From an optimization exercise on the open Yosys and OpenROAD flow, aimed at small area, a short achievable clock period and few clock cycles per item; shortcuts taken in it are not production practice. In this exercise RTL edits were held to simulation tests only and were not proved equivalent to the original. Power figures rest on the tool's default switching activity, not on a simulated workload.

==> flow/design.v (outline; a module is shown in full before it is edited, if it fits) <==
// module Booth_v1: 2226 lines
// module Booth_fa: 6 lines
// module Booth_ha: 6 lines
module Booth_v1 #(parameter WIDTH=32)(clk, rst, start, multiplier, multiplicand, product, done);
  // ...
==> flow/flow/run.sh <==
#!/bin/bash
# Standard layout, except that the port buffers are sky130_fd_sc_hd__buf_2 instead of the
# delay buffer buffer_ports picks by default. Full tool output goes to standard.log.
set -euo pipefail
export BUFFER_PORTS_ARGS="-buffer_cell sky130_fd_sc_hd__buf_2"
bash standard.sh > standard.log 2>&1
==> flow/standard.sh <==
#!/bin/bash
# synth_recipe.tcl (not shown) runs the flow's synth.tcl, then flattens the netlist and writes it again
# the make line also repeats each setting of config.mk as NAME=value (left out here)
make -C /OpenROAD-flow-scripts/flow DESIGN_CONFIG=/design/flow/config.mk WORK_HOME=/design/flow/orfs CLKGATE_MAP_FILE= SYNTH_SCRIPT=/design/flow/synth_recipe.tcl "${@:-finish}"
==> flow/config.mk <==
export PLATFORM = sky130hd
export DESIGN_NAME = Booth_v1
export DESIGN_NICKNAME = Booth_v1
export VERILOG_FILES = /design/flow/design.v
export SDC_FILE = /design/flow/constraint.sdc
export NUM_CORES = 4
export LEC_CHECK = 0
export ABC_AREA = 1
export CAP_MARGIN = 0
export CORE_MARGIN = 2
export CORE_UTILIZATION = 50
export SLEW_MARGIN = 0
export SYNTH_HIERARCHICAL = 1
==> flow/constraint.sdc <==
create_clock -name core_clock -period 5.0 [get_ports {clk}]
set_input_delay 1.0000 -clock core_clock [delete_from_list [all_inputs] [get_ports {clk}]]
set_output_delay 1.0000 -clock core_clock [all_outputs]
set_load 0.01 [all_outputs]
==> summary.txt, run 1 <==
Yosys
  • Ys flop type: edfxtp_1
  • Post-synthesis adder-cell area fraction: 0.413
  • Commonest cells post-synth: xor2_1 (530), o22ai_1 (495), fa_1 (452)
  • Yosys top cell by area: fa_1
  • Cell variety after synth: 33
  • Gate Count Post-Synth: 2500
  • Seq/Total Area, Yosys: 0.133
  • Post-synth EDFFs: 111

Hold path
  • HP Class: register to register
  • Hold path start: done$_SDFFE_PP0P_

Layout
  • Sequential cell count: 112
  • Multi-input combinational area share: 0.700
  • Final #Nets: approximately 3.2k
  • Multi-input gate area: 19800 um^2

Global routing
  • Global Route Usage Sum: 0.323
  • GRT overflow: 0
  • Vias in the first global route: between 20k and 25k

Clock network
  • Hold Buf Count CTS: 0
  • CTS Buf Count: 9
  • Depth of the CTS H-tree: 3

Outcome
  • Status: finished clean

Power and ir drop
  • Sw Ratio: 0.479

Place
  • Routability cong.: 0.937
  • Placed instance count: 3252

Timing
  • Max-slew headroom: 0.555
  • Setup ws final: 0.151 ns

Floorplanning
  • Tap Count: roughly 670
  • Io pins: about 130
  • Core ar.: 50000 um^2

Detailed routing
  • WL/cell: roughly 25 um
Testbench counts, summed over its fixed seeds: cycles 2,400, items 2,400.
==> run 2: changes to the inputs <==
--- a/flow/config.mk
+++ b/flow/config.mk
@@ -8,6 +8,7 @@
 export ABC_AREA = 1
-export CAP_MARGIN = 0
+export CAP_MARGIN = 20
 export CORE_MARGIN = 2
 export CORE_UTILIZATION = 50
-export SLEW_MARGIN = 0
+export SETUP_SLACK_MARGIN = 0.5
+export SLEW_MARGIN = 20
 export SYNTH_HIERARCHICAL = 1
==> run 2 against run 1 <==
  * Global-route usage grew 0.14 points
  * Core utilization is 2.5 points higher
  * Worst hold slack worse by 0.0048 ns
  * Maximum frequency increased by 5.1%
  * Register-to-register slack hardly changed
  * Cell area increased by 4.4%
  * Die area unchanged
  * Setup slack better by 0.23 ns
  * Synthesized area unchanged
  * Via count grew 0.87%
==> summary.txt, run 2 <==
Clock network
  • Hold Buf Count CTS: 0 (unchanged)
  • Depth of the CTS H-tree: 3 (unchanged)
  • Worst-skew pair later-pin latency: 0.40 ns (was 0.41 ns)
  • Max Buffers Root-to-Sink: 2 (unchanged)
  • Clock Root Buffer: clkbuf_16 (unchanged)
  • Reg clk slew, reported paths: 0.08 ns (was 0.09 ns)
  • CTS tree: done (unchanged)
  • # clock sinks: 112 (unchanged)
  • CTS Buf Count: 9 (unchanged)

Yosys
  • Gate Count Post-Synth: 2500 (unchanged)
  • Seq/Total Area, Yosys: 0.133 (unchanged)
  • Mapped cell area: 25300 um^2 (unchanged)
  • Synth Warn #: 7 (unchanged)
  • Area share of the largest cell type after synthesis: 0.358 (unchanged)
  • Ys flop type: edfxtp_1 (unchanged)
  • Commonest cells post-synth: xor2_1 (530), o22ai_1 (495), fa_1 (452) (unchanged)
  • Synth area leaders: fa_1 (36%), xor2_1 (18%), edfxtp_1 (13%) (unchanged)
  • Post-synth EDFFs: 111 (unchanged)
  • Number of synthesized register bits: 112 (unchanged)
  • Cell variety after synth: 33 (unchanged)
  • Ys async rst share: 0 (unchanged)
  • Leading cell type by number of instances after synthesis: xor2_1 (unchanged)
  • Yosys top cell by area: fa_1 (unchanged)
  • Net Count, Synth: 3130 (unchanged)
  • Post-synthesis area per instance: 10.1 um^2 (unchanged)

Worst setup path
  • Arrival time worst endpoint: 4.76 ns (was 4.98 ns)
  • Max incr delay on CP: 0.59 ns (was 0.54 ns)
  • Startpoint Class: input port (unchanged)
  • Crit. End Element: register (unchanged)
  • Worst setup path class: input port to register (unchanged)
  • Crit path to: qb37$_DFFE_PP_ (unchanged)
  • Crit-path max FO: 6 (was 7)
  • Levels on crit path: 12 (was 13)
  • CP bufs+invs: 3 (unchanged)
  • Worst setup path startpoint: multiplier[11] (was multiplier[3])
  • Crit-path cells: buf_8 -> inv_4 -> o21ai_4 -> buf_12 -> o22ai_4 -> xor2_2 -> fa_2 -> fa_1 -> fa_2 -> fa_2 -> fa_1 -> fa_1 (was buf_2 -> nor2_1 -> inv_1 -> nand2_1 -> buf_12 -> o22ai_1 -> xor2_1 -> fa_1 -> fa_1 -> fa_1 -> fa_1 -> fa_1 -> fa_1)
  • RR Endpoint: done$_SDFFE_PP0P_ (unchanged)
  • R2R Setup Slk: 4.45 ns (about the same)
  • Delay-heaviest family, CP: adder cells (unchanged)
  • CP max stage cell: fa_2 (was fa_1)
  • Reg2reg path depth: 2 (unchanged)
  • Worst EP required: 5.14 ns (was 5.13 ns)
  • Reg-to-Reg Start: done$_SDFFE_PP0P_ (unchanged)

Layout
  • Final design area excluding fillers: 29500 um^2 (was 28200 um^2)
  • Synth-to-layout area growth: 16.8% (was 11.8%)
  • Final core utilization: 0.590 (was 0.565)
  • Finished Layout Cells: 3245 (was 3268)
  • Commonest non-fill, non-tap cell in the layout: xor2_1 (unchanged)
  • Most frequent cells in the layout: xor2_1 (508), o22ai_1 (449), fa_1 (390) (was xor2_1 (530), o22ai_1 (495), fa_1 (452))
  • Fill cells: 4209 (was 4406)
  • Antenna Cells: 0 (unchanged)
  • Share of post-route cells with drive strength above 1: 0.245 (was 0.174)
  • Final #Nets: 3198 (was 3221)

Timing
  • Hold slack: 0.472 ns (was 0.477 ns)
  • Period minus WS final: 4.61 ns (was 4.85 ns)
  • Count of final setup violators: 0 (unchanged)
  • Worst Max-Slew Pin Slew: 0.636 ns (was 0.668 ns)
  • Endpoints failing hold: 0 (unchanged)
  • Clock Skews: 0 ns (unchanged)
  • Post-route clock period utilization: 0.923 (was 0.970)
  • Fmax: 0.217 GHz (was 0.206 GHz)
  • Setup ws final: 0.385 ns (was 0.151 ns)
  • Final Max Tran Viols: 0 (unchanged)
  • Max-slew headroom: 0.576 (was 0.555)
  • Setup TNS: 0 ns (unchanged)
  • RSZ-0062 raised after global routing: yes (was no)

Floorplanning
  • Die height: 229 um (unchanged)
  • Die ar.: 52300 um^2 (unchanged)
  • Io pins: 132 (unchanged)
  • Core ar.: 50000 um^2 (unchanged)
  • FP Rows: 82 (unchanged)
  • Starting Density: 0.505 (unchanged)
  • Die width: 229 um (unchanged)

Place
  • Placed cell areas: 28000 um^2 (was 27900 um^2)
  • Placed instance count: 3208 (was 3252)
  • Routability cong.: 0.937 (about the same)
  • Buffers on Ports: 131 (unchanged)
  • Dpl ws: -0.141 ns (was -0.318 ns)
  • Placed wire-length estimate: 64.5 mm (was 64.6 mm)

Global routing
  • Global Route Usage Sum: 0.324 (was 0.323)
  • GRT overflow: 0 (unchanged)
  • Vias in the first global route: 21.0k (about the same)
  • Largest net degree at the start of global routing: 41 (was 113)
  • Antenna violations before repair: 0 (was 1)
  • First-pass GRT wire length: 129 mm (was 127 mm)

Detailed routing
  • WL/cell: 26.2 um (was 25.5 um)
  • Initial DRC count: 2158 (was 1779)
  • Via/cell ratio: 6.23 (was 6.13)
  • DR pass1 iterations: 8 (was 6)
  • Remaining DRCs: 0 (unchanged)
  • Total number of vias: 20.2k (was 20.0k)
  • Antenna Nets Post-Route: 0 (unchanged)
  • Routed WL: 84.9 mm (was 83.2 mm)

Power and ir drop
  • Pleak: 12.3 nW (was 12.1 nW)
  • Max IR drop VDD: 0.676 mV (was 0.839 mV)
  • Power per Cell Area: 695 nW/um^2 (was 706 nW/um^2)
  • Overall power: 20.5 mW (was 19.9 mW)

Hold path
  • HP Class: register to register (unchanged)
  • Hold Crit Depth: 2 (unchanged)

Outcome
  • Status: finished clean (unchanged)

Job
  • Max_cap viols: 0 (unchanged)
[run 2: cell counts after synthesis]
No cell type changed its count.
[run 2: kinds of logic (layout without fill, tap and decap cells)]
family,after synthesis,in the layout,share of synthesized area
adder cells (fa/ha/maj),563,563,0.413
flip-flops,112,112,0.133
AND/OR/NAND/NOR,209,212,0.0339
XOR/XNOR,544,544,0.189
AO/OA/AOI/OAI,585,585,0.144
buffers and inverters,487,557,0.0873
[run 2: area by class of cell]
| class | count | area, um^2 | share of cell area |
|---|---|---|---|
| clock buffers | 9 | 225 | 0.00764 |
| clock inverters | 7 | 95.1 | 0.00322 |
| inverters | 167 | 648 | 0.0220 |
| multi-input cells | 1904 | 20900 | 0.708 |
| flip-flops and latches | 112 | 3350 | 0.114 |
| well taps | 672 | 841 | 0.0285 |
| repair buffers | 374 | 3460 | 0.117 |
[run 2: worst min path at each step]
stage / startpoint / to / slack [ns]
floorplan: done$_SDFFE_PP0P_ / done$_SDFFE_PP0P_ / 0.50
detailed placement: done$_SDFFE_PP0P_ / done$_SDFFE_PP0P_ / 0.46
global route: done$_SDFFE_PP0P_ / done$_SDFFE_PP0P_ / 0.50
CTS: done$_SDFFE_PP0P_ / done$_SDFFE_PP0P_ / 0.48
global placement: done$_SDFFE_PP0P_ / done$_SDFFE_PP0P_ / 0.45
finish: done$_SDFFE_PP0P_ / done$_SDFFE_PP0P_ / 0.47
[run 2: tightest hold or removal path: cells and delay by family, from the launching register on]
family | cells | cell delay (ns)
simple gates | 2 | 0.10
flops | 1 | 0.33
[run 2: what timing repair did]
item                                   in CTS  in global routing
gates cloned                                1                  7
setup endpoints to repair                  44                 52
pin swaps                                  11                 72
gates resized for setup                    41                173
buffers inserted                            4                  9
endpoints found under the hold margin       0                  0
[run 2: Yosys stat by module, one instance, submodules excluded]
module	cell area, um^2	cells	copies in the design
Booth_v1	16300	2036	1
Booth_fa	20.0	1	425
Booth_ha	12.5	1	39
[run 2: metal layers]
metal  global-route usage  vias to the layer above  part of all wire
li1                     -                     8565                 -
met1                0.460                    10200              0.41
met2                0.487                     1275              0.44
met3               0.0646                      185              0.11
met4                0.136                        0             0.042
met5                    0                        -                 0
[run 2: where the power goes]
| group | internal (mW) | switching, mW | total [mW] |
|---|---|---|---|
| registers | 2.78 | 0.292 | 3.07 |
| clock network | 0.406 | 0.436 | 0.841 |
| logic | 7.62 | 8.97 | 16.6 |
==> run 3: changes to the inputs <==
--- a/flow/config.mk
+++ b/flow/config.mk
@@ -11,3 +11,2 @@
 export CORE_UTILIZATION = 50
-export SETUP_SLACK_MARGIN = 0.5
 export SLEW_MARGIN = 20
==> run 3 against run 2 <==
  * Synthesized area unchanged
  * Synthesized cell count unchanged
  * Flip-flop and latch count stayed put
  * Core utilization is 2.5 points lower
  * Critical path type unchanged
  * Cell area fell by 4.2%
  * Combinational power decreased by 3%
  * Clock power is 4.9% lower
  * Total power is 2.7% lower
  * Global-route usage decreased by 0.14 points
  * First-iteration DRC count down 18%
  * Still clean on timing, DRC and antenna
  * Die area stayed put
==> summary.txt, run 3 <==
Yosys
  • Yosys top cell by area: fa_1 (unchanged)
  • Cell variety after synth: 33 (unchanged)
  • Post-synthesis compound-gate area fraction: 0.144 (unchanged)
  • Post-synthesis adder-cell area fraction: 0.413 (unchanged)
  • Synth Warn #: 7 (unchanged)
  • Combinational family with the most area after synthesis: adder cells (unchanged)
  • Net Count, Synth: 3130 (unchanged)
  • Synth Area in XOR/XNOR: 0.189 (unchanged)
  • Seq/Total Area, Yosys: 0.133 (unchanged)
  • Area share of the largest cell type after synthesis: 0.358 (unchanged)
  • Post-synth EDFFs: 111 (unchanged)
  • Ys flop type: edfxtp_1 (unchanged)
  • Synth area leaders: fa_1 (36%), xor2_1 (18%), edfxtp_1 (13%) (unchanged)
  • Gate Count Post-Synth: 2500 (unchanged)
  • Leading cell type by number of instances after synthesis: xor2_1 (unchanged)
  • Commonest cells post-synth: xor2_1 (530), o22ai_1 (495), fa_1 (452) (unchanged)
  • Post-synthesis area per instance: 10.1 um^2 (unchanged)
  • Number of synthesized register bits: 112 (unchanged)
  • Mapped cell area: 25300 um^2 (unchanged)
  • Ys async rst share: 0 (unchanged)
  • Post-synthesis mux area share: 0 (unchanged)
  • Synth Area in Simple Gates: 0.0339 (unchanged)

Worst setup path
  • Crit-path cells: buf_2 -> nor2_1 -> inv_1 -> nand2_1 -> buf_12 -> o22ai_1 -> xor2_1 -> fa_1 -> fa_1 -> fa_1 -> fa_1 -> fa_1 -> fa_1 (was buf_8 -> inv_4 -> o21ai_4 -> buf_12 -> o22ai_4 -> xor2_2 -> fa_2 -> fa_1 -> fa_2 -> fa_2 -> fa_1 -> fa_1)
  • Max incr delay on CP: 0.54 ns (was 0.59 ns)
  • Startpoint Class: input port (unchanged)
  • Worst EP required: 5.13 ns (was 5.14 ns)
  • CP bufs+invs: 3 (unchanged)
  • Levels on crit path: 13 (was 12)
  • Arrival time worst endpoint: 4.98 ns (was 4.76 ns)
  • Cell mode on critical path: fa_1
  • Delay-heaviest family, CP: adder cells (unchanged)
  • Reg2reg path depth: 2 (unchanged)
  • Worst setup path class: input port to register (unchanged)
  • Crit. End Element: register (unchanged)
  • CP max stage cell: fa_1 (was fa_2)
  • Crit-path max FO: 7 (was 6)

Timing
  • Endpoints failing hold: 0 (unchanged)
  • Fmax: 0.206 GHz (was 0.217 GHz)
  • Final Max Tran Viols: 0 (unchanged)
  • Max-slew headroom: 0.555 (was 0.576)
  • Setup ws final: 0.151 ns (was 0.385 ns)
  • Worst Max-Slew Pin Slew: 0.668 ns (was 0.636 ns)
  • Clock Skews: 0 ns (unchanged)
  • Count of final setup violators: 0 (unchanged)
  • Setup TNS: 0 ns (unchanged)
  • Period minus WS final: 4.85 ns (was 4.61 ns)
  • RSZ-0062 raised after global routing: no (was yes)
  • Post-route clock period utilization: 0.970 (was 0.923)

Floorplanning
  • FP Rows: 82 (unchanged)
  • Die height: 229 um (unchanged)
  • Die width: 229 um (unchanged)
  • Die ar.: 52300 um^2 (unchanged)
  • Core ar.: 50000 um^2 (unchanged)
  • Starting Density: 0.505 (unchanged)
  • Io pins: 132 (unchanged)

Clock network
  • Depth of the CTS H-tree: 3 (unchanged)
  • Worst-skew pair later-pin latency: 0.41 ns (was 0.40 ns)
  • Reg clk slew, reported paths: 0.09 ns (was 0.08 ns)
  • Clock Root Buffer: clkbuf_16 (unchanged)
  • Hold Buf Count CTS: 0 (unchanged)
  • Max Buffers Root-to-Sink: 2 (unchanged)
  • CTS tree: done (unchanged)
  • # clock sinks: 112 (unchanged)
  • CTS Buf Count: 9 (unchanged)

Detailed routing
  • Total number of vias: 20.0k (was 20.2k)
  • Remaining DRCs: 0 (unchanged)
  • WL/cell: 25.5 um (was 26.2 um)
  • DR pass1 iterations: 6 (was 8)
  • Via/cell ratio: 6.13 (was 6.23)
  • Antenna Nets Post-Route: 0 (unchanged)
  • Initial DRC count: 1779 (was 2158)
  • Routed WL: 83.2 mm (was 84.9 mm)

Hold path
  • HP Class: register to register (unchanged)
  • Hold Crit Depth: 2 (unchanged)

Layout
  • Antenna Cells: 0 (unchanged)
  • Share of post-route cells with drive strength above 1: 0.174 (was 0.245)
  • Final design area excluding fillers: 28200 um^2 (was 29500 um^2)
  • Commonest non-fill, non-tap cell in the layout: xor2_1 (unchanged)
  • Final #Nets: 3221 (was 3198)
  • Most frequent cells in the layout: xor2_1 (530), o22ai_1 (495), fa_1 (452) (was xor2_1 (508), o22ai_1 (449), fa_1 (390))
  • Synth-to-layout area growth: 11.8% (was 16.8%)

Outcome
  • Status: finished clean (unchanged)

Global routing
  • GRT overflow: 0 (unchanged)
  • Largest net degree at the start of global routing: 113 (was 41)
  • Vias in the first global route: 21.0k (about the same)
  • Antenna violations before repair: 1 (was 0)
  • Global Route Usage Sum: 0.323 (was 0.324)
  • First-pass GRT wire length: 127 mm (was 129 mm)

Job
  • Max_cap viols: 0 (unchanged)

Power and ir drop
  • Overall power: 19.9 mW (was 20.5 mW)
  • Pleak: 12.1 nW (was 12.3 nW)
  • Power per Cell Area: 706 nW/um^2 (was 695 nW/um^2)
  • Max IR drop VDD: 0.839 mV (was 0.676 mV)

Place
  • Buffers on Ports: 131 (unchanged)
  • Placed cell areas: 27900 um^2 (was 28000 um^2)
  • Routability cong.: 0.937 (about the same)
  • Dpl ws: -0.318 ns (was -0.141 ns)
  • Placed wire-length estimate: 64.6 mm (was 64.5 mm)
run 3: cell counts after synthesis:
Identical to the previous run, type by type.
run 3: worst paths after layout:
check	to	startpoint	slack, ns
worst max register to register	done$_SDFFE_PP0P_	done$_SDFFE_PP0P_	4.45
worst min-delay path	done$_SDFFE_PP0P_	done$_SDFFE_PP0P_	0.48
worst min register to register	done$_SDFFE_PP0P_	done$_SDFFE_PP0P_	0.48
worst max-delay path	qb37$_DFFE_PP_	multiplier[3]	0.15
run 3: through the flow:
step / std cells / hold WS (ns) / util
floorplan: 2500 / 0.503 / -
global placement: 3252 / 0.444 / 0.559
detailed placement: 3252 / 0.458 / 0.559
CTS: 3268 / 0.480 / 0.565
global route: 3268 / 0.529 / 0.565
finish: 3268 / 0.477 / 0.565
run 3: tightest hold or removal path, stage by stage, from the launching register on:
cell     delay [ns]
dfxtp_1        0.33
nor2_1         0.04
nor2_1         0.07
run 3: kinds of logic after synthesis:
| logic type | count (synthesis) |
|---|---|
| flip-flops | 112 |
| XOR/XNOR | 544 |
| adder cells (fa/ha/maj) | 563 |
| buffers and inverters | 487 |
| AND/OR/NAND/NOR | 209 |
| AO/OA/AOI/OAI | 585 |
run 3: per-module statistics from Yosys (local to each module, per instance):
module    times used  cell area, um^2  flip-flops and latches  cells inside
Booth_fa         425             20.0                       0             1
Booth_ha          39             12.5                       0             1
Booth_v1           1            16300                     112          2036
run 3: where the power goes:
group	internal (mW)	total, mW	switching [mW]
clock network	0.354	0.800	0.446
registers	2.78	3.06	0.274
logic	7.25	16.1	8.84
run 3: cell type report:
class / instances / area, um^2
clock buffers: 9 / 225
clock inverters: 7 / 70.1
well taps: 672 / 841
multi-input cells: 1901 / 19800
repair buffers: 400 / 3350
flip-flops and latches: 112 / 3350
inverters: 167 / 627
fillers: 4406 / 21700
run 3: metal layers:
| layer | GRT usage | share of wire | vias up |
|---|---|---|---|
| met5 | 0 | 0.00017 | - |
| met4 | 0.126 | 0.038 | 2 |
| met3 | 0.0997 | 0.11 | 172 |
| met2 | 0.484 | 0.44 | 1152 |
| met1 | 0.439 | 0.41 | 10100 |
| li1 | - | - | 8607 |
run 3: repair_timing:
item / CTS / global route
gates resized for setup: 0 / 5
hold endpoints to repair: 0 / 0
setup buffers: 0 / 0
endpoints found under the setup margin: 0 / 11
==> run 4: changes to the inputs <==
--- a/flow/config.mk
+++ b/flow/config.mk
@@ -11,2 +11,3 @@
 export CORE_UTILIZATION = 50
+export SETUP_SLACK_MARGIN = 0.35
 export SLEW_MARGIN = 20
==> run 4 against run 3 <==
  * Still clean
  * Critical path depth grew 1
  * Cell area is 2.0% higher
  * Final cell count is 0.64% lower
  * Register-to-register slack about the same
  * Setup slack better by 0.10 ns
  * Sequential power barely moved
  * Worst hold slack worse by 0.0042 ns
  * Non-clock buffer count shrank 22
  * First-iteration DRC count rose by 18%
  * Routed wire length rose by 0.45%
  * Clock-buffer cell count increased by 1
  * Total power is 3.2% higher
  * Critical endpoint is now qb35$_DFFE_PP_
==> summary.txt, run 4 <==
Timing
  • Count of final setup violators: 0 (unchanged)
  • Clock Skews: 0 ns (unchanged)
  • Post-route clock period utilization: 0.949 (was 0.970)
  • RSZ-0062 raised after global routing: yes (was no)
  • Max-slew headroom: 0.544 (was 0.555)
  • Period minus WS final: 4.74 ns (was 4.85 ns)
  • Endpoints failing hold: 0 (unchanged)
  • Fmax: 0.211 GHz (was 0.206 GHz)
  • Hold slack: 0.473 ns (was 0.477 ns)
  • Worst Max-Slew Pin Slew: 0.683 ns (was 0.668 ns)
  • Final Max Tran Viols: 0 (unchanged)

Yosys
  • Seq/Total Area, Yosys: 0.133 (unchanged)
  • Ys flop type: edfxtp_1 (unchanged)
  • Area share of the largest cell type after synthesis: 0.358 (unchanged)
  • Net Count, Synth: 3130 (unchanged)
  • Post-synthesis area per instance: 10.1 um^2 (unchanged)
  • Ys async rst share: 0 (unchanged)
  • Synth area leaders: fa_1 (36%), xor2_1 (18%), edfxtp_1 (13%) (unchanged)
  • Mapped cell area: 25300 um^2 (unchanged)
  • Yosys top cell by area: fa_1 (unchanged)
  • Leading cell type by number of instances after synthesis: xor2_1 (unchanged)
  • Number of synthesized register bits: 112 (unchanged)
  • Gate Count Post-Synth: 2500 (unchanged)
  • Synth Warn #: 7 (unchanged)
  • Commonest cells post-synth: xor2_1 (530), o22ai_1 (495), fa_1 (452) (unchanged)
  • Cell variety after synth: 33 (unchanged)
  • Post-synth EDFFs: 111 (unchanged)

Worst setup path
  • CP max stage cell: fa_1 (unchanged)
  • CP bufs+invs: 3 (unchanged)
  • Arrival time worst endpoint: 4.89 ns (was 4.98 ns)
  • R2R Setup Slk: 4.45 ns (about the same)
  • Worst EP required: 5.15 ns (was 5.13 ns)
  • Crit-path max FO: 6 (was 7)
  • Worst setup path class: input port to register (unchanged)
  • Startpoint Class: input port (unchanged)
  • Cell mode on critical path: fa_2 (was fa_1)
  • Delay-heaviest family, CP: adder cells (unchanged)
  • Max incr delay on CP: 0.60 ns (was 0.54 ns)
  • Crit-path cells: buf_2 -> buf_4 -> nand2_2 -> nand2_2 -> o21ai_4 -> buf_12 -> o22ai_2 -> xor2_1 -> fa_1 -> fa_2 -> fa_2 -> fa_2 -> fa_1 -> fa_2 (was buf_2 -> nor2_1 -> inv_1 -> nand2_1 -> buf_12 -> o22ai_1 -> xor2_1 -> fa_1 -> fa_1 -> fa_1 -> fa_1 -> fa_1 -> fa_1)
  • Crit. End Element: register (unchanged)

Job
  • Max_cap viols: 0 (unchanged)

Layout
  • Register area: 3350 um^2 (unchanged)
  • Fill cells: 4297 (was 4406)
  • Final design area excluding fillers: 28800 um^2 (was 28200 um^2)
  • Finished Layout Cells: 3247 (was 3268)
  • Final #Nets: 3200 (was 3221)
  • Multi-input gate area: 20400 um^2 (was 19800 um^2)
  • Most frequent cells in the layout: xor2_1 (523), o22ai_1 (462), fa_1 (410) (was xor2_1 (530), o22ai_1 (495), fa_1 (452))
  • Share of post-route cells with drive strength above 1: 0.220 (was 0.174)
  • Commonest non-fill, non-tap cell in the layout: xor2_1 (unchanged)
  • Antenna Cells: 0 (unchanged)
  • Final core utilization: 0.577 (was 0.565)
  • Synth-to-layout area growth: 14.1% (was 11.8%)

Power and ir drop
  • Max IR drop VDD: 0.876 mV (was 0.839 mV)
  • Flop pwr share: 0.148 (was 0.153)
  • Sw power: 9.84 mW (was 9.56 mW)
  • Combinational Power Share: 0.814 (was 0.807)
  • Power per Cell Area: 714 nW/um^2 (was 706 nW/um^2)
  • Int Power: 10.7 mW (was 10.4 mW)
  • Sw Ratio: 0.478 (was 0.479)
  • Clock power frac: 0.038 (was 0.040)
  • Pleak: 12.1 nW (about the same)

Detailed routing
  • Routed WL: 83.6 mm (was 83.2 mm)
  • WL/cell: 25.7 um (was 25.5 um)
  • Via/cell ratio: 6.21 (was 6.13)
  • DR pass1 iterations: 6 (unchanged)
  • Initial DRC count: 2103 (was 1779)
  • Total number of vias: 20.2k (was 20.0k)
  • Remaining DRCs: 0 (unchanged)
  • Antenna Nets Post-Route: 0 (unchanged)

Place
  • Buffers on Ports: 131 (unchanged)
  • Placed instance count: 3212 (was 3252)
  • Placed cell areas: 27800 um^2 (was 27900 um^2)
  • Placed wire-length estimate: 64.0 mm (was 64.6 mm)
  • Routability cong.: 0.935 (was 0.937)

Clock network
  • Reg clk slew, reported paths: 0.09 ns (about the same)
  • CTS tree: done (unchanged)
  • Clock Root Buffer: clkbuf_16 (unchanged)
  • # clock sinks: 112 (unchanged)
  • CTS Buf Count: 9 (unchanged)
  • Max Buffers Root-to-Sink: 2 (unchanged)
  • Worst-skew pair later-pin latency: 0.40 ns (was 0.41 ns)
  • Hold Buf Count CTS: 0 (unchanged)
  • Depth of the CTS H-tree: 3 (unchanged)

Floorplanning
  • Die ar.: 52300 um^2 (unchanged)
  • Die width: 229 um (unchanged)
  • Io pins: 132 (unchanged)
  • Core ar.: 50000 um^2 (unchanged)
  • Starting Density: 0.505 (unchanged)
  • Die height: 229 um (unchanged)
  • FP Rows: 82 (unchanged)

Hold path
  • HP Class: register to register (unchanged)

Outcome
  • Status: finished clean (unchanged)

Global routing
  • Vias in the first global route: 21.2k (was 21.0k)
  • First-pass GRT wire length: 129 mm (was 127 mm)
  • Global Route Usage Sum: 0.324 (was 0.323)
  • GRT overflow: 0 (unchanged)
  • Largest net degree at the start of global routing: 42 (was 113)
  • Antenna violations before repair: 0 (was 1)
[run 4: cell counts after synthesis]
No cell type changed its count.
[run 4: metrics by stage]
stage | TNS, ns | total power, mW | worst slack, ns
2_1_floorplan | 0 | 15.0 | 0.248
3_3_place_gp | -4.34 | 18.8 | -0.194
3_5_place_dp | -5.33 | 19.2 | -0.233
4_1_cts | 0 | 20.3 | 0.362
5_1_grt | 0 | 22.8 | 0.248
6_report | 0 | 20.6 | 0.256
[run 4: kinds of logic (layout without fill, tap and decap cells)]
logic type      Yosys count  after routing  share of synthesized area
flops                   112            112                      0.133
compound gates          585            586                      0.144
buf+inv                 487            561                     0.0873
fa+ha+maj               563            563                      0.413
xor+xnor                544            544                      0.189
simple gates            209            209                     0.0339
[run 4: final cells by class]
type	instances	area share
Clock buffer	10	0.00794
Clock inverter	6	0.00204
Tap cell	672	0.0292
Inverter	167	0.0222
Multi-Input combinational cell	1902	0.709
Sequential cell	112	0.116
Timing Repair Buffer	378	0.113
[run 4: path summary, 6_finish.rpt]
check / start / endpoint / cells past startpoint
setup / recovery: multiplier[5] / qb35$_DFFE_PP_ / 14
setup reg to reg: done$_SDFFE_PP0P_ / done$_SDFFE_PP0P_ / 2
hold reg to reg: done$_SDFFE_PP0P_ / done$_SDFFE_PP0P_ / 2
hold / removal: done$_SDFFE_PP0P_ / done$_SDFFE_PP0P_ / 2
[run 4: power groups by stage]
| stage | clock, mW | sequential [mW] | combinational [mW] |
|---|---|---|---|
| 2_1_floorplan | 0 | 2.95 | 12.0 |
| 3_3_place_gp | 0 | 3.05 | 15.8 |
| 3_5_place_dp | 0 | 3.06 | 16.2 |
| 4_1_cts | 0.809 | 3.04 | 16.4 |
| 5_1_grt | 0.826 | 3.10 | 18.9 |
| 6_report | 0.786 | 3.04 | 16.7 |
[run 4: repair_timing]
action	4_1_cts	5_1_grt
setup endpoints to repair	32	46
resized for setup	20	107
gates cloned	1	0
endpoints found under the hold margin	0	0
pin swaps	3	47
buffers inserted	5	13
[run 4: worst reg2reg max path, cell delays in order (launching register included)]
cell	delay [ns]
dfxtp_1	0.32
nor2_1	0.09
nor2_1	0.05
[run 4: per-layer routing]
metal,track usage,up-vias,share of wire
li1,-,8565,-
met1,0.461,10300,0.43
met2,0.481,1158,0.44
met3,0.0852,141,0.10
met4,0.105,0,0.029
met5,0,-,0
[run 4: Yosys stat by module, one instance, submodules excluded]
module	flops+latches	cells	times used	area, um^2
Booth_fa	0	1	425	20.0
Booth_ha	0	1	39	12.5
Booth_v1	112	2036	1	16300
==> run 5: changes to the inputs <==
--- a/flow/config.mk
+++ b/flow/config.mk
@@ -10,4 +10,4 @@
 export CORE_MARGIN = 2
-export CORE_UTILIZATION = 50
-export SETUP_SLACK_MARGIN = 0.35
+export CORE_UTILIZATION = 65
+export SETUP_SLACK_MARGIN = 0.25
 export SLEW_MARGIN = 20
==> run 5 against run 4 <==
  * Largest power group unchanged
  * Critical path depth is 3 lower
  * Setup slack gained 0.0080 ns
  * Synthesized cell count is the same
  * Synthesized area did not move
  * Sequential share of layout area is 0.32 points higher
  * Final cell count down 5.3%
  * Still clean on timing, DRC and antenna
  * Flip-flop and latch count is the same
  * Worst hold slack worse by 0.0041 ns
==> summary.txt, run 5 <==
Global routing
  • Antenna violations before repair: 2 (was 0)
  • GRT overflow: 0 (unchanged)
  • First-pass GRT wire length: 125 mm (was 129 mm)
  • Largest net degree at the start of global routing: 42 (unchanged)
  • Global Route Usage Sum: 0.410 (was 0.324)
  • Vias in the first global route: 21.4k (was 21.2k)

Timing
  • Count of final setup violators: 0 (unchanged)
  • Period minus WS final: 4.74 ns (about the same)
  • Setup TNS: 0 ns (unchanged)
  • Endpoints failing hold: 0 (unchanged)
  • Post-route clock period utilization: 0.947 (was 0.949)
  • Setup ws final: 0.264 ns (was 0.256 ns)
  • RSZ-0062 raised after global routing: yes (unchanged)
  • Max-slew headroom: 0.593 (was 0.544)
  • Worst Max-Slew Pin Slew: 0.607 ns (was 0.683 ns)
  • Hold slack: 0.469 ns (was 0.473 ns)
  • Final Max Tran Viols: 0 (unchanged)
  • Clock Skews: 0 ns (unchanged)
  • Fmax: 0.211 GHz (about the same)

Yosys
  • Post-synthesis area per instance: 10.1 um^2 (unchanged)
  • Net Count, Synth: 3130 (unchanged)
  • Cell variety after synth: 33 (unchanged)
  • Leading cell type by number of instances after synthesis: xor2_1 (unchanged)
  • Post-synth EDFFs: 111 (unchanged)
  • Yosys top cell by area: fa_1 (unchanged)
  • Synth area leaders: fa_1 (36%), xor2_1 (18%), edfxtp_1 (13%) (unchanged)
  • Gate Count Post-Synth: 2500 (unchanged)
  • Seq/Total Area, Yosys: 0.133 (unchanged)
  • Synth Warn #: 7 (unchanged)
  • Commonest cells post-synth: xor2_1 (530), o22ai_1 (495), fa_1 (452) (unchanged)
  • Mapped cell area: 25300 um^2 (unchanged)
  • Area share of the largest cell type after synthesis: 0.358 (unchanged)
  • Ys async rst share: 0 (unchanged)
  • Number of synthesized register bits: 112 (unchanged)
  • Ys flop type: edfxtp_1 (unchanged)

Power and ir drop
  • Max IR drop VDD: 1.05 mV (was 0.876 mV)
  • Sw power: 9.63 mW (was 9.84 mW)
  • Pleak: 11.9 nW (was 12.1 nW)
  • Power per Cell Area: 717 nW/um^2 (was 714 nW/um^2)
  • Clock power frac: 0.040 (was 0.038)
  • Overall power: 20.1 mW (was 20.6 mW)
  • Sw Ratio: 0.479 (was 0.478)
  • Flop pwr share: 0.153 (was 0.148)
  • Int Power: 10.5 mW (was 10.7 mW)
  • Combinational Power Share: 0.807 (was 0.814)

Worst setup path
  • Cell mode on critical path: fa_1 (was fa_2)
  • Startpoint Class: input port (unchanged)
  • Crit. End Element: register (unchanged)
  • Arrival time worst endpoint: 4.87 ns (was 4.89 ns)
  • Worst setup path class: input port to register (unchanged)
  • CP max stage cell: fa_1 (unchanged)
  • Crit-path max FO: 5 (was 6)
  • Delay-heaviest family, CP: adder cells (unchanged)
  • Max incr delay on CP: 0.61 ns (was 0.60 ns)
  • Worst EP required: 5.13 ns (was 5.15 ns)
  • Crit-path cells: clkbuf_4 -> inv_4 -> o21ai_4 -> o22ai_2 -> xor2_1 -> fa_1 -> fa_1 -> fa_1 -> fa_2 -> fa_1 -> fa_1 (was buf_2 -> buf_4 -> nand2_2 -> nand2_2 -> o21ai_4 -> buf_12 -> o22ai_2 -> xor2_1 -> fa_1 -> fa_2 -> fa_2 -> fa_2 -> fa_1 -> fa_2)
  • CP bufs+invs: 2 (was 3)

Clock network
  • Max Buffers Root-to-Sink: 2 (unchanged)
  • CTS Buf Count: 9 (unchanged)
  • CTS tree: done (unchanged)
  • Reg clk slew, reported paths: 0.08 ns (was 0.09 ns)
  • # clock sinks: 112 (unchanged)
  • Clock Root Buffer: clkbuf_16 (unchanged)
  • Depth of the CTS H-tree: 3 (unchanged)
  • Worst-skew pair later-pin latency: 0.39 ns (was 0.40 ns)

Detailed routing
  • Total number of vias: 20.6k (was 20.2k)
  • Via/cell ratio: 6.69 (was 6.21)
  • DR top layer: met5 (was met4)
  • Remaining DRCs: 0 (unchanged)
  • DR pass1 iterations: 6 (unchanged)
  • Routed WL: 82.1 mm (was 83.6 mm)
  • WL/cell: 26.7 um (was 25.7 um)
  • WL met3: 11.0 mm (was 8.59 mm)
  • Initial DRC count: 2629 (was 2103)
  • Wire length on met2: 35.6 mm (was 37.0 mm)
  • Met1 wire length: 31.9 mm (was 35.6 mm)
  • Antenna Nets Post-Route: 0 (unchanged)

Floorplanning
  • FP Rows: 72 (was 82)
  • Core ar.: 38500 um^2 (was 50000 um^2)
  • Die ar.: 40400 um^2 (was 52300 um^2)
  • Die height: 201 um (was 229 um)
  • Starting Density: 0.657 (was 0.505)
  • Die width: 201 um (was 229 um)
  • Io pins: 132 (unchanged)

Place
  • Buffers on Ports: 131 (unchanged)
  • Placed wire-length estimate: 61.3 mm (was 64.0 mm)
  • Routability cong.: 0.968 (was 0.935)
  • Dpl ws: -0.349 ns (was -0.233 ns)

Layout
  • Fill cells: 2833 (was 4297)
  • Most frequent cells in the layout: xor2_1 (525), o22ai_1 (483), fa_1 (431) (was xor2_1 (523), o22ai_1 (462), fa_1 (410))
  • Share of post-route cells with drive strength above 1: 0.194 (was 0.220)
  • Commonest non-fill, non-tap cell in the layout: xor2_1 (unchanged)
  • Synth-to-layout area growth: 11.1% (was 14.1%)
  • Final core utilization: 0.730 (was 0.577)
  • Final #Nets: 3180 (was 3200)

Job
  • Max_cap viols: 0 (unchanged)

Hold path
  • HP Class: register to register (unchanged)

Outcome
  • Status: finished clean (unchanged)
==> run 5: path summary, 6_finish.rpt <==
path	start	endpoint	slack (ns)	cells past startpoint
max reg2reg	done$_SDFFE_PP0P_	done$_SDFFE_PP0P_	4.45	2
min reg2reg	done$_SDFFE_PP0P_	done$_SDFFE_PP0P_	0.47	2
max	multiplier[5]	qb30$_DFFE_PP_	0.26	11
min	done$_SDFFE_PP0P_	done$_SDFFE_PP0P_	0.47	2
==> run 5: through the flow <==
| stage | cells | cell area, um^2 |
|---|---|---|
| 6_report | 3074 | 28100 |
| 5_1_grt | 3074 | 28100 |
| 4_1_cts | 3054 | 27600 |
| 3_5_place_dp | 3038 | 27300 |
| 3_3_place_gp | 3038 | 27300 |
| 2_1_floorplan | 2500 | 25700 |
==> run 5: per-layer routing <==
layer | up-vias | track usage
met3 | 257 | 0.118
li1 | 8529 | -
met2 | 1614 | 0.597
met1 | 10200 | 0.574
met5 | - | 0
met4 | 2 | 0.180
==> run 5: layout make-up <==
| type | instances | area, um^2 | share of cell area |
|---|---|---|---|
| multi-input combinational | 1903 | 20200 | 0.720 |
| sequential | 112 | 3350 | 0.119 |
| timing repair buffer | 357 | 2910 | 0.104 |
| tap | 518 | 648 | 0.0231 |
| inverter | 167 | 641 | 0.0228 |
| clock buffer | 12 | 246 | 0.00878 |
| clock inverter | 4 | 53.8 | 0.00192 |
| antenna | 1 | 2.50 | 0.0000892 |
==> run 5: kinds of logic (layout without fill, tap and decap cells) <==
group	after synthesis	after routing	synth area share
AOI/OAI and AO/OA	585	587	0.144
adders and majority gates	563	563	0.413
xor gates and xnor gates	544	544	0.189
buffers and inverters	487	540	0.0873
and+or+nand+nor	209	209	0.0339
DFF	112	112	0.133
other	0	1	0
==> run 5: per-module statistics from Yosys (local to each module, per instance) <==
module / flip-flops and latches / cells inside / area, um^2 / times used
Booth_fa: 0 / 1 / 20.0 / 425
Booth_ha: 0 / 1 / 12.5 / 39
Booth_v1: 112 / 2036 / 16300 / 1
==> run 5: worst min-delay path, delay by kind of cell (launching register included) <==
kind	cells	cell delay [ns]
flops	1	0.33
simple gates	2	0.11
==> run 5: power groups by stage <==
stage / sequential (mW) / clock, mW / combinational (mW)
final: 3.07 / 0.806 / 16.2
after global routing: 3.12 / 0.840 / 18.3
after CTS: 3.06 / 0.818 / 16.0
after detailed placement: 3.08 / 0 / 15.9
after global placement: 3.06 / 0 / 15.1
after floorplan: 2.95 / 0 / 12.0
==> run 5: repair_timing <==
item                                    in CTS  in global routing
endpoints found under the setup margin       7                 33
gates resized for setup                      3                 66
pin swaps                                    0                 20
setup buffers                                0                 17
hold endpoints to repair                     0                  0
hold buffers                                 0                  0
cloned                                       0                  2
==> run 6: changes to the inputs <==
--- a/flow/config.mk
+++ b/flow/config.mk
@@ -10,3 +10,3 @@
 export CORE_MARGIN = 2
-export CORE_UTILIZATION = 65
+export CORE_UTILIZATION = 50
 export SETUP_SLACK_MARGIN = 0.25
==> run 6 against run 5 <==
  * Via count is 1.9% lower
  * Highest routed layer unchanged
  * Clock skew stayed put
  * Flip-flop and latch count stayed put
  * Sequential power hardly changed
  * Final cell count is 4.7% higher
  * Synthesized cell count stayed put
  * Critical path depth is 4 higher
  * Critical endpoint is now qb32$_DFFE_PP_
  * Still clean on timing, DRC and antenna
  * Largest power group unchanged
  * Register-to-register slack hardly changed
  * Synthesized area stayed put
==> summary.txt, run 6 <==
Layout
  • Final design area excluding fillers: 28200 um^2 (was 28100 um^2)
  • Synth-to-layout area growth: 11.6% (was 11.1%)
  • Antenna Cells: 0 (was 1)
  • Commonest non-fill, non-tap cell in the layout: xor2_1 (unchanged)
  • Final core utilization: 0.564 (was 0.730)
  • Most frequent cells in the layout: xor2_1 (527), o22ai_1 (487), fa_1 (433) (was xor2_1 (525), o22ai_1 (483), fa_1 (431))
  • Share of post-route cells with drive strength above 1: 0.185 (was 0.194)
  • Fill cells: 4389 (was 2833)
  • Final #Nets: 3173 (was 3180)

Yosys
  • Seq/Total Area, Yosys: 0.133 (unchanged)
  • Synth Warn #: 7 (unchanged)
  • Gate Count Post-Synth: 2500 (unchanged)
  • Number of synthesized register bits: 112 (unchanged)
  • Cell variety after synth: 33 (unchanged)
  • Yosys top cell by area: fa_1 (unchanged)
  • Post-synthesis area per instance: 10.1 um^2 (unchanged)
  • Mapped cell area: 25300 um^2 (unchanged)
  • Post-synth EDFFs: 111 (unchanged)
  • Net Count, Synth: 3130 (unchanged)
  • Leading cell type by number of instances after synthesis: xor2_1 (unchanged)
  • Ys async rst share: 0 (unchanged)
  • Commonest cells post-synth: xor2_1 (530), o22ai_1 (495), fa_1 (452) (unchanged)
  • Area share of the largest cell type after synthesis: 0.358 (unchanged)
  • Ys flop type: edfxtp_1 (unchanged)
  • Synth area leaders: fa_1 (36%), xor2_1 (18%), edfxtp_1 (13%) (unchanged)

Timing
  • Post-route clock period utilization: 0.938 (was 0.947)
  • Fmax: 0.213 GHz (was 0.211 GHz)
  • Endpoints failing hold: 0 (unchanged)
  • Count of final setup violators: 0 (unchanged)
  • Period minus WS final: 4.69 ns (was 4.74 ns)
  • RSZ-0062 raised after global routing: yes (unchanged)
  • Clock Skews: 0 ns (unchanged)
  • Setup TNS: 0 ns (unchanged)
  • Max-slew headroom: 0.561 (was 0.593)
  • Final Max Tran Viols: 0 (unchanged)
  • Worst Max-Slew Pin Slew: 0.657 ns (was 0.607 ns)

Place
  • Placed wire-length estimate: 64.7 mm (was 61.3 mm)
  • Buffers on Ports: 131 (unchanged)
  • Routability cong.: 0.925 (was 0.968)
  • Placed cell areas: 27700 um^2 (was 27300 um^2)

Detailed routing
  • Routed WL: 85.1 mm (was 82.1 mm)
  • Antenna Nets Post-Route: 0 (unchanged)
  • WL/cell: 26.4 um (was 26.7 um)
  • DR pass1 iterations: 5 (was 6)
  • Total number of vias: 20.2k (was 20.6k)
  • Via/cell ratio: 6.26 (was 6.69)
  • Remaining DRCs: 0 (unchanged)
  • Initial DRC count: 1738 (was 2629)

Worst setup path
  • Worst EP required: 5.14 ns (was 5.13 ns)
  • Cell mode on critical path: fa_1 (unchanged)
  • Crit-path max FO: 6 (was 5)
  • Delay-heaviest family, CP: adder cells (unchanged)
  • Startpoint Class: input port (unchanged)
  • CP max stage cell: fa_1 (unchanged)
  • Crit-path cells: clkbuf_4 -> nor2_4 -> buf_4 -> inv_1 -> nand2_1 -> buf_4 -> buf_12 -> o22ai_1 -> xor2_1 -> ha_1 -> fa_1 -> fa_2 -> fa_2 -> fa_1 -> fa_1 (was clkbuf_4 -> inv_4 -> o21ai_4 -> o22ai_2 -> xor2_1 -> fa_1 -> fa_1 -> fa_1 -> fa_2 -> fa_1 -> fa_1)
  • CP bufs+invs: 5 (was 2)
  • Crit. End Element: register (unchanged)
  • Max incr delay on CP: 0.58 ns (was 0.61 ns)
  • Worst setup path class: input port to register (unchanged)
  • Arrival time worst endpoint: 4.83 ns (was 4.87 ns)

Global routing
  • GRT overflow: 0 (unchanged)
  • Largest net degree at the start of global routing: 44 (was 42)
  • Vias in the first global route: 21.3k (was 21.4k)
  • Antenna violations before repair: 0 (was 2)
  • First-pass GRT wire length: 130 mm (was 125 mm)
  • Global Route Usage Sum: 0.330 (was 0.410)

Job
  • Max_cap viols: 0 (unchanged)

Clock network
  • CTS Buf Count: 9 (unchanged)
  • Max Buffers Root-to-Sink: 2 (unchanged)
  • CTS tree: done (unchanged)
  • Reg clk slew, reported paths: 0.09 ns (was 0.08 ns)
  • Worst-skew pair later-pin latency: 0.40 ns (was 0.39 ns)
  • Hold Buf Count CTS: 0 (unchanged)
  • # clock sinks: 112 (unchanged)
  • Depth of the CTS H-tree: 3 (unchanged)
  • Clock Root Buffer: clkbuf_16 (unchanged)

Floorplanning
  • Core ar.: 50000 um^2 (was 38500 um^2)
  • Die width: 229 um (was 201 um)
  • FP Rows: 82 (was 72)
  • Io pins: 132 (unchanged)
  • Die ar.: 52300 um^2 (was 40400 um^2)
  • Die height: 229 um (was 201 um)
  • Starting Density: 0.505 (was 0.657)

Power and ir drop
  • Max IR drop VDD: 0.807 mV (was 1.05 mV)
  • Power per Cell Area: 708 nW/um^2 (was 717 nW/um^2)
  • Pleak: 11.9 nW (about the same)

Outcome
  • Status: finished clean (unchanged)

Hold path
  • HP Class: register to register (unchanged)
==> run 6: per-layer routing <==
metal	share of wire	up-vias	wire length (um)	GRT usage
met4	0.029	2	2510	0.111
met3	0.10	146	8670	0.0793
met1	0.43	10300	36400	0.473
li1	-	8533	-	-
met2	0.44	1149	37500	0.493
met5	0.00086	-	73	0
==> run 6: worst register-to-register path: cells and delay by family (launching register included) <==
family	cells	cell delay, ns
AND/OR/NAND/NOR	2	0.15
flip-flops	1	0.32
==> run 6: final timing paths <==
kind | slack [ns] | cells past startpoint | to | startpoint
setup / recovery | 0.31 | 15 | qb32$_DFFE_PP_ | multiplier[19]
hold / removal | 0.48 | 2 | done$_SDFFE_PP0P_ | done$_SDFFE_PP0P_
setup reg to reg | 4.44 | 2 | done$_SDFFE_PP0P_ | done$_SDFFE_PP0P_
hold reg to reg | 0.48 | 2 | done$_SDFFE_PP0P_ | done$_SDFFE_PP0P_
==> run 6: per-module statistics from Yosys (local to each module, per instance) <==
module	cells inside	copies in the design	area (um^2)
Booth_fa	1	425	20.0
Booth_ha	1	39	12.5
Booth_v1	2036	1	16300
==> run 6: per-stage QoR <==
| stage | instances | total power [mW] | worst slack, ns | hold WS, ns |
|---|---|---|---|---|
| after global routing | 3220 | 22.1 | 0.217 | 0.542 |
| final | 3220 | 20.0 | 0.308 | 0.480 |
| after detailed placement | 3203 | 19.1 | -0.166 | 0.465 |
| after CTS | 3219 | 20.0 | 0.261 | 0.488 |
| after floorplan | 2500 | 14.9 | 0.217 | 0.503 |
| after global placement | 3203 | 18.4 | -0.162 | 0.445 |
==> run 6: report_power, final <==
| group | internal, mW | switching (mW) | leakage (nW) |
|---|---|---|---|
| Sequential | 2.78 | 0.269 | 1.09 |
| Clock | 0.360 | 0.455 | 0.147 |
| Combinational | 7.25 | 8.85 | 10.6 |
| Total | 10.4 | 9.58 | 11.9 |
==> run 6: logic make-up after synthesis <==
family,count (synthesis),share of synthesized area
buffers and inverters,487,0.0873
flip-flops,112,0.133
adder cells (fa/ha/maj),563,0.413
XOR/XNOR,544,0.189
AO/OA/AOI/OAI,585,0.144
AND/OR/NAND/NOR,209,0.0339
==> run 6: layout make-up <==
cell class              count  area [um^2]  share of cell area
clock inverters             7         85.1             0.00302
clock buffers               9          225             0.00799
well taps                 672          841              0.0298
multi-input cells        1901        20000               0.711
flip-flops and latches    112         3350               0.119
repair buffers            352         3020               0.107
inverters                 167          629              0.0223
==> run 6: timing repair <==
item | 4_1_cts | 5_1_grt
resized for setup | 1 | 32
hold endpoints to repair | 0 | 0
buffers inserted | 0 | 1
pin swaps | 0 | 10
setup endpoints to repair | 2 | 34
==> run 7: changes to the inputs <==
--- a/flow/config.mk
+++ b/flow/config.mk
@@ -11,2 +11,4 @@
 export CORE_UTILIZATION = 50
+export GPL_ROUTABILITY_DRIVEN = 0
+export PLACE_DENSITY = 0.8
 export SETUP_SLACK_MARGIN = 0.25
==> run 7 against run 6 <==
  * Maximum frequency is 1.7% lower
  * Core utilization is 0.85 points lower
  * Register-to-register slack hardly changed
  * Worst hold slack worse by 0.0053 ns
  * Sequential share of layout area is 0.18 points higher
  * Total power is 0.88% higher
  * Clock-buffer cell count is 1 higher
  * Sequential power hardly changed
  * Combinational power hardly changed
  * Non-clock buffer count is 21 lower
==> summary.txt, run 7 <==
Detailed routing
  • Via/cell ratio: 6.52 (was 6.26)
  • Remaining DRCs: 0 (unchanged)
  • DR pass1 iterations: 9 (was 5)
  • Initial DRC count: 2996 (was 1738)
  • Routed WL: 79.0 mm (was 85.1 mm)
  • Antenna Nets Post-Route: 0 (unchanged)
  • WL/cell: 24.7 um (was 26.4 um)
  • Total number of vias: 20.9k (was 20.2k)

Layout
  • Final core utilization: 0.556 (was 0.564)
  • Most frequent cells in the layout: xor2_1 (529), o22ai_1 (488), fa_1 (435) (was xor2_1 (527), o22ai_1 (487), fa_1 (433))
  • Final #Nets: 3152 (was 3173)
  • Fill cells: 4053 (was 4389)
  • Synth-to-layout area growth: 9.95% (was 11.6%)
  • Commonest non-fill, non-tap cell in the layout: xor2_1 (unchanged)
  • Share of post-route cells with drive strength above 1: 0.175 (was 0.185)

Worst setup path
  • Reg-to-Reg Start: done$_SDFFE_PP0P_ (unchanged)
  • Arrival time worst endpoint: 4.93 ns (was 4.83 ns)
  • Startpoint Class: input port (unchanged)
  • Worst setup path class: input port to register (unchanged)
  • Worst setup path startpoint: multiplier[1] (was multiplier[19])
  • CP max stage cell: fa_1 (unchanged)
  • Crit-path max FO: 16 (was 6)
  • Worst EP required: 5.16 ns (was 5.14 ns)
  • Cell mode on critical path: fa_1 (unchanged)
  • Crit-path cells: buf_2 -> buf_4 -> inv_1 -> nand2_1 -> a21boi_0 -> buf_4 -> fa_1 -> fa_1 -> fa_2 -> fa_2 -> fa_1 -> fa_1 (was clkbuf_4 -> nor2_4 -> buf_4 -> inv_1 -> nand2_1 -> buf_4 -> buf_12 -> o22ai_1 -> xor2_1 -> ha_1 -> fa_1 -> fa_2 -> fa_2 -> fa_1 -> fa_1)
  • Max incr delay on CP: 0.56 ns (was 0.58 ns)
  • Crit. End Element: register (unchanged)

Timing
  • Setup ws final: 0.225 ns (was 0.308 ns)
  • Worst Max-Slew Pin Slew: 0.884 ns (was 0.657 ns)
  • Period minus WS final: 4.77 ns (was 4.69 ns)
  • Max-slew headroom: 0.410 (was 0.561)
  • Fmax: 0.209 GHz (was 0.213 GHz)
  • Final Max Tran Viols: 0 (unchanged)
  • Clock Skews: 0 ns (unchanged)
  • RSZ-0062 raised after global routing: yes (unchanged)
  • Endpoints failing hold: 0 (unchanged)
  • Count of final setup violators: 0 (unchanged)
  • Post-route clock period utilization: 0.955 (was 0.938)

Floorplanning
  • Die height: 229 um (unchanged)
  • FP Rows: 82 (unchanged)
  • Die width: 229 um (unchanged)
  • Core ar.: 50000 um^2 (unchanged)
  • Starting Density: 0.505 (unchanged)
  • Io pins: 132 (unchanged)
  • Die ar.: 52300 um^2 (unchanged)

Hold path
  • Hold path start: done$_SDFFE_PP0P_ (unchanged)
  • HP Class: register to register (unchanged)

Global routing
  • Antenna violations before repair: 4 (was 0)
  • Largest net degree at the start of global routing: 42 (was 44)
  • First-pass GRT wire length: 122 mm (was 130 mm)
  • GRT overflow: 0 (unchanged)
  • Vias in the first global route: 21.9k (was 21.3k)
  • Global Route Usage Sum: 0.302 (was 0.330)

Yosys
  • Yosys top cell by area: fa_1 (unchanged)
  • Mapped cell area: 25300 um^2 (unchanged)
  • Number of synthesized register bits: 112 (unchanged)
  • Gate Count Post-Synth: 2500 (unchanged)
  • Ys async rst share: 0 (unchanged)
  • Area share of the largest cell type after synthesis: 0.358 (unchanged)
  • Net Count, Synth: 3130 (unchanged)
  • Ys flop type: edfxtp_1 (unchanged)
  • Seq/Total Area, Yosys: 0.133 (unchanged)
  • Leading cell type by number of instances after synthesis: xor2_1 (unchanged)
  • Post-synth EDFFs: 111 (unchanged)
  • Synth area leaders: fa_1 (36%), xor2_1 (18%), edfxtp_1 (13%) (unchanged)
  • Synth Warn #: 7 (unchanged)
  • Post-synthesis area per instance: 10.1 um^2 (unchanged)
  • Cell variety after synth: 33 (unchanged)
  • Commonest cells post-synth: xor2_1 (530), o22ai_1 (495), fa_1 (452) (unchanged)

Power and ir drop
  • Max IR drop VDD: 0.515 mV (was 0.807 mV)
  • Int Power: 10.4 mW (about the same)
  • Sw power: 9.76 mW (was 9.58 mW)
  • Sw Ratio: 0.484 (was 0.480)
  • Combinational Power Share: 0.810 (was 0.806)
  • Power per Cell Area: 725 nW/um^2 (was 708 nW/um^2)
  • Flop pwr share: 0.150 (was 0.153)
  • Clock power frac: 0.040 (was 0.041)
  • Pleak: 11.7 nW (was 11.9 nW)

Clock network
  • CTS tree: done (unchanged)
  • CTS Buf Count: 9 (unchanged)
  • # clock sinks: 112 (unchanged)
  • Clock Root Buffer: clkbuf_16 (unchanged)
  • Depth of the CTS H-tree: 3 (unchanged)
  • Worst-skew pair later-pin latency: 0.41 ns (was 0.40 ns)
  • Reg clk slew, reported paths: 0.08 ns (was 0.09 ns)
  • Hold Buf Count CTS: 0 (unchanged)
  • Max Buffers Root-to-Sink: 2 (unchanged)

Job
  • Max_cap viols: 0 (unchanged)

Place
  • Placed wire-length estimate: 60.1 mm (was 64.7 mm)
  • Buffers on Ports: 131 (unchanged)
  • Dpl ws: -0.198 ns (was -0.166 ns)

Outcome
  • Status: finished clean (unchanged)
[run 7: power by group through the flow]
stage	sequential, mW	combinational [mW]	clock (mW)
6_report	3.03	16.3	0.804
3_3_place_gp	3.03	15.2	0
2_1_floorplan	2.95	12.0	0
4_1_cts	3.03	16.1	0.818
5_1_grt	3.09	18.2	0.841
3_5_place_dp	3.04	15.9	0
[run 7: area by class of cell]
class	count	area [um^2]	area share
inverter	167	629	0.0227
multi-input combinational	1901	20000	0.721
timing repair buffer	331	2640	0.0952
antenna	2	5.00	0.000180
clock inverter	6	57.6	0.00207
sequential	112	3350	0.121
tap	672	841	0.0303
clock buffer	10	229	0.00825
[run 7: logic make-up after synthesis]
logic type,Yosys count,synth area share
and+or+nand+nor,209,0.0339
DFF,112,0.133
AOI/OAI and AO/OA,585,0.144
buffers and inverters,487,0.0873
xor gates and xnor gates,544,0.189
adders and majority gates,563,0.413
[run 7: through the flow]
stage | std cells | power [mW] | area (um^2) | setup TNS [ns] | hold slack, ns
after global routing | 3200 | 22.1 | 27800 | 0 | 0.505
after CTS | 3197 | 20.0 | 27700 | 0 | 0.481
after global placement | 3181 | 18.2 | 27400 | -0.873 | 0.450
after floorplan | 2500 | 14.9 | 25700 | 0 | 0.503
final | 3201 | 20.1 | 27800 | 0 | 0.474
after detailed placement | 3181 | 19.0 | 27400 | -2.91 | 0.460
[run 7: final timing paths]
kind                             to  slack (ns)  cells past startpoint
setup / recovery     qb32$_DFFE_PP_        0.23                     12
hold / removal    done$_SDFFE_PP0P_        0.47                      2
hold reg to reg   done$_SDFFE_PP0P_        0.47                      2
setup reg to reg  done$_SDFFE_PP0P_        4.45                      2
[run 7: layer usage]
layer  routed length (um)  vias up  global-route usage
li1                     -     8472                   -
met2                34900     1847               0.454
met1                28300    10100               0.382
met4                 5000        2               0.177
met3                10800      443              0.0957
met5                   13        -                   0
[run 7: per-module statistics from Yosys, one instance, submodules excluded]
| module | times used | cell area, um^2 | flip-flops and latches | cells inside |
|---|---|---|---|---|
| Booth_v1 | 1 | 16300 | 112 | 2036 |
| Booth_fa | 425 | 20.0 | 0 | 1 |
| Booth_ha | 39 | 12.5 | 0 | 1 |
[run 7: critical path, delay by kind of cell]
family / cells / cell delay [ns]
fa+ha+maj: 6 / 2.82
buf+inv: 4 / 0.76
compound gates: 1 / 0.25
simple gates: 1 / 0.10
[run 7: what timing repair did]
item,CTS,global route
gates resized for setup,0,18
endpoints found under the setup margin,0,27
hold endpoints to repair,0,0
buffers inserted,0,2
==> run 8: changes to the inputs <==
--- a/flow/config.mk
+++ b/flow/config.mk
@@ -11,3 +11,2 @@
 export CORE_UTILIZATION = 50
-export GPL_ROUTABILITY_DRIVEN = 0
 export PLACE_DENSITY = 0.8
==> run 8 against run 7 <==
  * Critical path depth is 1 lower
  * Clock power is 1% higher
  * First-iteration DRC count is 12% lower
  * Synthesized area stayed put
  * Total power is 0.59% lower
  * Core utilization is 0.35 points higher
  * Non-clock buffer count stayed put
  * Register-to-register slack worse by 0.03 ns
  * Final cell count stayed put
  * Setup slack better by 0.099 ns
  * Sequential share of layout area is 0.076 points lower
  * Die area stayed put
  * Critical path type unchanged
  * Largest cell class unchanged
==> summary.txt, run 8 <==
Detailed routing
  • DR pass1 iterations: 5 (was 9)
  • Routed WL: 83.3 mm (was 79.0 mm)
  • Initial DRC count: 2626 (was 2996)
  • Remaining DRCs: 0 (unchanged)
  • Antenna Nets Post-Route: 0 (unchanged)
  • Via/cell ratio: 6.46 (was 6.52)
  • WL/cell: 26.0 um (was 24.7 um)
  • Total number of vias: 20.7k (was 20.9k)

Yosys
  • Synth Warn #: 7 (unchanged)
  • Ys async rst share: 0 (unchanged)
  • Commonest cells post-synth: xor2_1 (530), o22ai_1 (495), fa_1 (452) (unchanged)
  • Mapped cell area: 25300 um^2 (unchanged)
  • Yosys top cell by area: fa_1 (unchanged)
  • Synth area leaders: fa_1 (36%), xor2_1 (18%), edfxtp_1 (13%) (unchanged)
  • Seq/Total Area, Yosys: 0.133 (unchanged)
  • Net Count, Synth: 3130 (unchanged)
  • Post-synth EDFFs: 111 (unchanged)
  • Cell variety after synth: 33 (unchanged)
  • Gate Count Post-Synth: 2500 (unchanged)
  • Area share of the largest cell type after synthesis: 0.358 (unchanged)
  • Ys flop type: edfxtp_1 (unchanged)
  • Number of synthesized register bits: 112 (unchanged)
  • Post-synthesis area per instance: 10.1 um^2 (unchanged)
  • Leading cell type by number of instances after synthesis: xor2_1 (unchanged)

Worst setup path
  • Crit path to: qb37$_DFFE_PP_ (was qb32$_DFFE_PP_)
  • Worst EP required: 5.16 ns (about the same)
  • RR Endpoint: done$_SDFFE_PP0P_ (unchanged)
  • Crit-path cells: buf_2 -> nor2_1 -> nor2_1 -> inv_2 -> o22ai_1 -> xor2_1 -> fa_1 -> fa_1 -> fa_1 -> fa_1 -> fa_1 (was buf_2 -> buf_4 -> inv_1 -> nand2_1 -> a21boi_0 -> buf_4 -> fa_1 -> fa_1 -> fa_2 -> fa_2 -> fa_1 -> fa_1)
  • Startpoint Class: input port (unchanged)
  • Worst setup path class: input port to register (unchanged)
  • CP max stage cell: fa_1 (unchanged)
  • Arrival time worst endpoint: 4.83 ns (was 4.93 ns)
  • Crit. End Element: register (unchanged)
  • Reg2reg path depth: 2 (unchanged)
  • Reg-to-Reg Start: done$_SDFFE_PP0P_ (unchanged)
  • Max incr delay on CP: 0.57 ns (was 0.56 ns)
  • Cell mode on critical path: fa_1 (unchanged)
  • R2R Setup Slk: 4.42 ns (was 4.45 ns)
  • Crit-path max FO: 15 (was 16)
  • Worst setup path startpoint: multiplier[27] (was multiplier[1])

Floorplanning
  • Core ar.: 50000 um^2 (unchanged)
  • Die height: 229 um (unchanged)
  • FP Rows: 82 (unchanged)
  • Die ar.: 52300 um^2 (unchanged)
  • Starting Density: 0.505 (unchanged)
  • Die width: 229 um (unchanged)
  • Io pins: 132 (unchanged)

Timing
  • Count of final setup violators: 0 (unchanged)
  • Period minus WS final: 4.68 ns (was 4.77 ns)
  • Setup ws final: 0.324 ns (was 0.225 ns)
  • Clock Skews: 0 ns (unchanged)
  • RSZ-0062 raised after global routing: yes (unchanged)
  • Endpoints failing hold: 0 (unchanged)
  • Fmax: 0.214 GHz (was 0.209 GHz)
  • Worst Max-Slew Pin Slew: 0.644 ns (was 0.884 ns)
  • Max-slew headroom: 0.571 (was 0.410)
  • Hold slack: 0.499 ns (was 0.474 ns)
  • Post-route clock period utilization: 0.935 (was 0.955)
  • Final Max Tran Viols: 0 (unchanged)

Global routing
  • First-pass GRT wire length: 128 mm (was 122 mm)
  • Global Route Usage Sum: 0.321 (was 0.302)
  • GRT overflow: 0 (unchanged)
  • Antenna violations before repair: 3 (was 4)
  • Vias in the first global route: 22.1k (was 21.9k)
  • Largest net degree at the start of global routing: 42 (unchanged)

Power and ir drop
  • Sw power: 9.63 mW (was 9.76 mW)
  • Max IR drop VDD: 1.01 mV (was 0.515 mV)
  • Clock power frac: 0.041 (was 0.040)
  • Sw Ratio: 0.481 (was 0.484)
  • Combinational Power Share: 0.807 (was 0.810)
  • Flop pwr share: 0.153 (was 0.150)
  • Pleak: 11.7 nW (about the same)
  • Power per Cell Area: 716 nW/um^2 (was 725 nW/um^2)
  • Int Power: 10.4 mW (about the same)

Layout
  • Final #Nets: 3153 (was 3152)
  • Commonest non-fill, non-tap cell in the layout: xor2_1 (unchanged)
  • Synth-to-layout area growth: 10.7% (was 9.95%)
  • Share of post-route cells with drive strength above 1: 0.180 (was 0.175)
  • Most frequent cells in the layout: xor2_1 (530), o22ai_1 (484), fa_1 (434) (was xor2_1 (529), o22ai_1 (488), fa_1 (435))
  • Finished Layout Cells: 3201 (unchanged)

Place
  • Placed wire-length estimate: 63.0 mm (was 60.1 mm)
  • Placed instance count: 3182 (was 3181)
  • Buffers on Ports: 131 (unchanged)
  • Dpl ws: -0.292 ns (was -0.198 ns)
  • Routability cong.: 0.967

Clock network
  • Worst-skew pair later-pin latency: 0.41 ns (about the same)
  • CTS Buf Count: 9 (unchanged)
  • Clock Root Buffer: clkbuf_16 (unchanged)
  • # clock sinks: 112 (unchanged)
  • CTS tree: done (unchanged)
  • Reg clk slew, reported paths: 0.09 ns (was 0.08 ns)
  • Max Buffers Root-to-Sink: 2 (unchanged)
  • Depth of the CTS H-tree: 3 (unchanged)

Outcome
  • Status: finished clean (unchanged)

Hold path
  • HP Class: register to register (unchanged)

Job
  • Max_cap viols: 0 (unchanged)
-- run 8: cell counts after synthesis --
No cell type changed its count.
-- run 8: stage by stage --
stage	setup TNS [ns]	utilization	cell area (um^2)	power (mW)
floorplan	0	-	25700	14.9
CTS	0	0.556	27800	19.9
global route	0	0.559	27900	22.1
global placement	-4.45	0.549	27400	18.0
finish	0	0.559	27900	20.0
detailed placement	-7.12	0.549	27400	18.9
-- run 8: repair_timing --
action	4_1_cts	5_1_grt
hold buffers	0	0
pin swaps	1	3
gates resized for setup	3	36
setup buffers	1	0
setup endpoints to repair	19	27
gates cloned	0	1
-- run 8: per-layer routing --
metal | vias to the layer above | GRT usage | routed length, um
li1 | 8482 | - | -
met1 | 10300 | 0.428 | 31900
met5 | - | 0 | 13
met2 | 1563 | 0.487 | 37200
met3 | 339 | 0.0807 | 9960
met4 | 2 | 0.161 | 4290
-- run 8: cells by family after synthesis --
group,share of synthesized area
AO/OA/AOI/OAI,0.144
XOR/XNOR,0.189
AND/OR/NAND/NOR,0.0339
flip-flops,0.133
buffers and inverters,0.0873
adder cells (fa/ha/maj),0.413
-- run 8: how the worst min path moves through the flow --
stage,start,endpoint,slack (ns),cells after the start
finish,done$_SDFFE_PP0P_,done$_SDFFE_PP0P_,0.50,2
global route,done$_SDFFE_PP0P_,done$_SDFFE_PP0P_,0.56,2
detailed placement,done$_SDFFE_PP0P_,done$_SDFFE_PP0P_,0.49,2
floorplan,done$_SDFFE_PP0P_,done$_SDFFE_PP0P_,0.50,2
CTS,done$_SDFFE_PP0P_,done$_SDFFE_PP0P_,0.51,2
global placement,done$_SDFFE_PP0P_,done$_SDFFE_PP0P_,0.44,2
-- run 8: cell type report --
type	count	area [um^2]
sequential	112	3350
tap	672	841
fill	4148	22000
multi-input combinational	1902	20100
timing repair buffer	331	2690
antenna	1	2.50
inverter	167	629
clock inverter	6	70.1
clock buffer	10	239
-- run 8: worst max-delay path: cells and delay by family --
kind | cells | cell delay (ns)
AOI/OAI and AO/OA | 1 | 0.15
xor gates and xnor gates | 1 | 0.31
adders and majority gates | 5 | 2.50
buffers and inverters | 2 | 0.45
and+or+nand+nor | 2 | 0.41
-- run 8: power by group through the flow --
stage                     Sequential, mW  Combinational (mW)  Clock (mW)
final                               3.06                16.2       0.815
after global routing                3.10                18.1       0.858
after CTS                           3.05                16.0       0.838
after detailed placement            3.06                15.9           0
after global placement              3.04                15.0           0
after floorplan                     2.95                12.0           0
-- run 8: per-module statistics from Yosys, one instance, submodules excluded --
| module | flops+latches | times used | cells |
|---|---|---|---|
| Booth_v1 | 112 | 1 | 2036 |
| Booth_fa | 0 | 425 | 1 |
| Booth_ha | 0 | 39 | 1 |

-- separate check: timing with driven ports --
No port has a modelled driver above. Below, the same layouts with a new extraction and two added sets of constraints. Step 1 sets driving cells, clkbuf_16 on the clock port and buf_2 on the other inputs (assumed; they add their load-dependent delay and slew). Step 2 times the ports against the registers' clock, not the clock port: input delays grow and output delays shrink by t, the midpoint of the rising clock arrivals with the driver on. Slacks: no drivers / after step 1 / after step 2; pairs: no drivers / after step 1.
| run | t (ns) | setup WS [ns] |
|---|---|---|
| run 1 | 0.467 | 0.151 / 0.188 / -0.278 |
| run 2 | 0.463 | 0.385 / 0.384 / -0.079 |
| run 3 | 0.467 | 0.151 / 0.188 / -0.278 |
| run 4 | 0.457 | 0.256 / 0.292 / -0.164 |
| run 5 | 0.454 | 0.264 / 0.293 / -0.160 |
| run 6 | 0.460 | 0.308 / 0.336 / -0.123 |
| run 7 | 0.481 | 0.225 / 0.257 / -0.224 |
| run 8 | 0.464 | 0.324 / 0.332 / -0.131 |
Met with ideal ports but missed after step 2: setup timing in every run listed.
